Source: an optimization exercise on an open RTL-to-GDS flow (aim: small area). Production flows keep margins and buffers that such runs may drop.
In this exercise RTL edits were held to simulation tests only and were not proved equivalent to the original.

rev 12:
==> flow/design.v <==
module UART_Register_Top(
    input               PCLK,
    input               PRESETn,
    output              irqreq,
    input       [31:0]  PADDR,
    input               PSEL,
    input               PENABLE,
    input               PWRITE,
    input       [31:0]  PWDATA,
    output              PREADY,
    output      [31:0]  PRDATA,
    output              PSLVERR,
    input               RxD,
    output              TxD
);
assign PREADY  = 1'b1;
assign PSLVERR = 1'b0;
wire       acc    = PSEL & PENABLE;
wire       a_lo   = (PADDR[7:3] == 5'd0);
wire       wr_acc = acc & PWRITE & a_lo;
wire       tx_push = wr_acc & (PADDR[2:0] == 3'd0);
wire       cr0_wr  = wr_acc & (PADDR[2:0] == 3'd3);
wire       cr1_wr  = wr_acc & (PADDR[2:0] == 3'd4);
wire       rxb_rd  = acc & ~PWRITE & a_lo & (PADDR[2:0] == 3'd1);
reg  [9:0] div;
wire       tick = div[9] & ~div[8] & ~div[7] & ~div[6] & div[5] & div[4] &
                  ~div[3] & div[0];
always @(posedge PCLK or negedge PRESETn)
    if (~PRESETn) div <= 10'd627;
    else          div <= {div[8], div[7], div[6] | tick, div[5:0],
                          div[9] ^ div[2]};
reg  [127:0] mem;
reg  [4:0]   tidx;
wire         tx_empty = tidx[4];
wire         tx_full  = (tidx == 5'd15);
wire [7:0]   head     = mem[tidx[3:0]*8 +: 8];
wire         tx_done;
wire         tx_pop   = ((cr0_wr & PWDATA[0]) | tx_done) & ~tx_empty;
wire         tx_shift = tx_push & (~tx_full | tx_pop);
wire [7:0]   tx_din   = tx_full ? mem[127:120] : PWDATA[7:0];
always @(posedge PCLK)
    if (tx_shift) mem <= {mem[119:0], tx_din};
always @(posedge PCLK or negedge PRESETn)
    if (~PRESETn)                          tidx <= 5'h1f;
    else if (tx_push & ~tx_pop & ~tx_full) tidx <= tidx + 5'd1;
    else if (tx_pop & ~tx_push)            tidx <= tidx - 5'd1;
reg  [7:0] txbuf;
always @(posedge PCLK or negedge PRESETn)
    if (~PRESETn)    txbuf <= 8'd0;
    else if (tx_pop) txbuf <= head;
reg  [3:0] ts, tc;
assign     tx_done = (ts == 4'd1);
wire       t_wait  = (ts == 4'd2) | tx_done;
wire       t_run   = ts[3] | (ts == 4'd7) | (ts == 4'd0);
always @(posedge PCLK or negedge PRESETn)
    if (~PRESETn)            begin ts <= 4'd2; tc <= 4'd0; end
    else if (t_wait)         ts <= tx_pop ? 4'd7 : 4'd2;
    else if (t_run & tick)   {ts, tc} <= {ts, tc} + 8'd1;
assign TxD = ts[3] ? txbuf[ts[2:0]] : (ts != 4'd7);
reg  [3:0] rs, rc;
wire       r_done = (rs == 4'd1);
wire       r_run  = rs[3] | (rs == 4'd7) | (rs == 4'd0);
always @(posedge PCLK or negedge PRESETn)
    if (~PRESETn)                       begin rs <= 4'd3; rc <= 4'd0; end
    else if (r_run) begin
        if (tick)                       {rs, rc} <= {rs, rc} + 8'd1;
    end
    else if (rs == 4'd4) begin
        if (~RxD)                       rs <= 4'd7;
    end
    else if ((rs != 4'd3) | tick)       rs <= rs + 4'd1;
reg        s0, s1;
reg  [7:0] rdata;
wire       rbit = s1 & (RxD | s0);
always @(posedge PCLK) begin
    if (tick & (rc == 4'd7)) s0 <= RxD;
    if (tick & (rc == 4'd8)) s1 <= RxD;
    if (tick & (rc == 4'd9) & rs[3]) rdata <= {rbit, rdata[7:1]};
end
reg  [7:0] rxbuf;
reg        stopb;
always @(posedge PCLK or negedge PRESETn)
    if (~PRESETn)    begin rxbuf <= 8'd0; stopb <= 1'b0; end
    else if (r_done) begin rxbuf <= rdata; stopb <= RxD; end
assign irqreq = r_done;
reg  [7:0] cr0;
reg  [4:0] cr1;
always @(posedge PCLK or negedge PRESETn)
    if (~PRESETn)    cr0 <= 8'd0;
    else if (cr0_wr) cr0 <= PWDATA[7:0];
always @(posedge PCLK or negedge PRESETn)
    if (~PRESETn)    cr1 <= 5'd0;
    else if (cr1_wr) cr1 <= PWDATA[4:0];
reg  [4:0] rcnt;
wire       rx_full  = rcnt[4];
wire       rx_empty = (rcnt == 5'd0);
wire       st0 = (rs == 4'd2);
reg        st1, st3, st4;
wire       rx_wr = st0 & cr0[1];
always @(posedge PCLK or negedge PRESETn)
    if (~PRESETn)                           rcnt <= 5'd0;
    else if (rx_wr & ~rxb_rd & ~rx_full)    rcnt <= rcnt + 5'd1;
    else if (rxb_rd & ~rx_wr & ~rx_empty)   rcnt <= rcnt - 5'd1;
always @(posedge PCLK or negedge PRESETn)
    if (~PRESETn) begin
        st1 <= 1'b0; st3 <= 1'b0; st4 <= 1'b0;
    end else begin
        st1 <= tx_empty;
        st3 <= r_done & ~stopb;
        st4 <= rx_full & cr0_wr & PWDATA[1];
    end
reg  [7:0] rd8;
always @(*)
    case (PADDR[7:0])
        8'h00:   rd8 = txbuf;
        8'h01:   rd8 = rxbuf;
        8'h03:   rd8 = cr0;
        8'h04:   rd8 = {3'd0, cr1};
        8'h05:   rd8 = {3'd0, st4, st3, st1, st1, st0};
        default: rd8 = 8'd0;
    endcase
assign PRDATA = {24'd0, rd8};
endmodule
clock: 10.0 ns
lec_check: 0
cap_margin: 20
core_margin: 2
core_utilization: 60
cts_buf_list: sky130_fd_sc_hd__clkbuf_8
cts_cluster_diameter: 60
cts_cluster_size: 20
slew_margin: 20
run.sh (not shown) runs the stock make flow with config.mk's settings and CLKGATE_MAP_FILE= SYNTH_SCRIPT=/design/flow/synth_recipe.tcl, a recipe that flattens the netlist after the stock synthesis.
Rev 12 ended with every stage complete and zero timing, DRC or antenna violations.
The following lists how rev 13 was set up differently from rev 12:
- CTS_CLUSTER_DIAMETER no longer set, was 60
- CTS_BUF_LIST no longer set, was sky130_fd_sc_hd__clkbuf_8
- CTS_CLUSTER_SIZE no longer set, was 20
==> flow/flow/run.sh (new file) <==
#!/bin/bash
# Own layout flow: the standard flow (standard synthesis unchanged),
# with smaller port buffers and a clock tree of clkbuf_8 cells without
# dummy loads. make's full output goes to flow_make.log here; ORFS keeps
# each step's log under orfs/logs/.
set -euo pipefail
CTS="-sink_clustering_enable -repair_clock_nets -dont_use_dummy_load"
CTS="$CTS -buf_list sky130_fd_sc_hd__clkbuf_8"
CTS="$CTS -sink_clustering_size 20 -sink_clustering_max_diameter 60"
bash standard.sh \
    "BUFFER_PORTS_ARGS=-buffer_cell sky130_fd_sc_hd__buf_1" \
    "CTS_ARGS=$CTS" \
    finish > flow_make.log 2>&1
test -f out/final.def
==> flow/standard.sh (new file) <==
#!/bin/bash
# synth_recipe.tcl (not shown) runs the flow's synth.tcl, then flattens the netlist and writes it again
# the make line also repeats each setting of config.mk as NAME=value (left out here)
make -C /OpenROAD-flow-scripts/flow DESIGN_CONFIG=/design/flow/config.mk WORK_HOME=/design/flow/orfs CLKGATE_MAP_FILE= SYNTH_SCRIPT=/design/flow/synth_recipe.tcl "${@:-finish}"
removed: flow/run.sh
Length of the first detailed-routing pass in iterations came out exactly the same in rev 12 and rev 13.
Count of vias placed by the detailed router ends up higher on rev 12.
Final routed wirelength across all metal layers: rev 13 vs rev 12 down about 1.3%
Rev 12 -> rev 13: HPWL reported at the end of detailed placement decreased slightly
Taking rev 12 as the reference, in rev 13 highest attainable clock frequency rose by 13%; peak supply drop down 13%; wire length on met3 went up about 2.8%; fraction of the cycle the final worst path needs now sits lower.

[separate check: timing with driven ports]
Ports are ideal in the flow. The routed layouts listed here were re-timed in OpenROAD.
Step 1, drivers: a clkbuf_16 drives PCLK and a buf_2 each remaining input, both assumed.
Step 2 moves the port delays by t, midway between the first and last clock arrival at a register: inputs arrive t later, outputs are due t later. That takes back most of the time a late clock gives input paths.
Slacks: ideal / step 1 / step 2; pairs: ideal / step 1.
| run | t (ns) | setup slack, ns | worst register clock-pin slew, ns |
|---|---|---|---|
| rev 12 | 0.541 | 3.377 / 3.345 / 3.345 | 0.12 / 0.12 |
| rev 13 | 0.522 | 4.137 / 4.109 / 4.109 | 0.12 / 0.12 |
After both steps every run listed still meets setup and hold. The setup slack of rev 12, which loses most, moves by -0.032 ns with the drivers and by -0.032 ns with both steps.
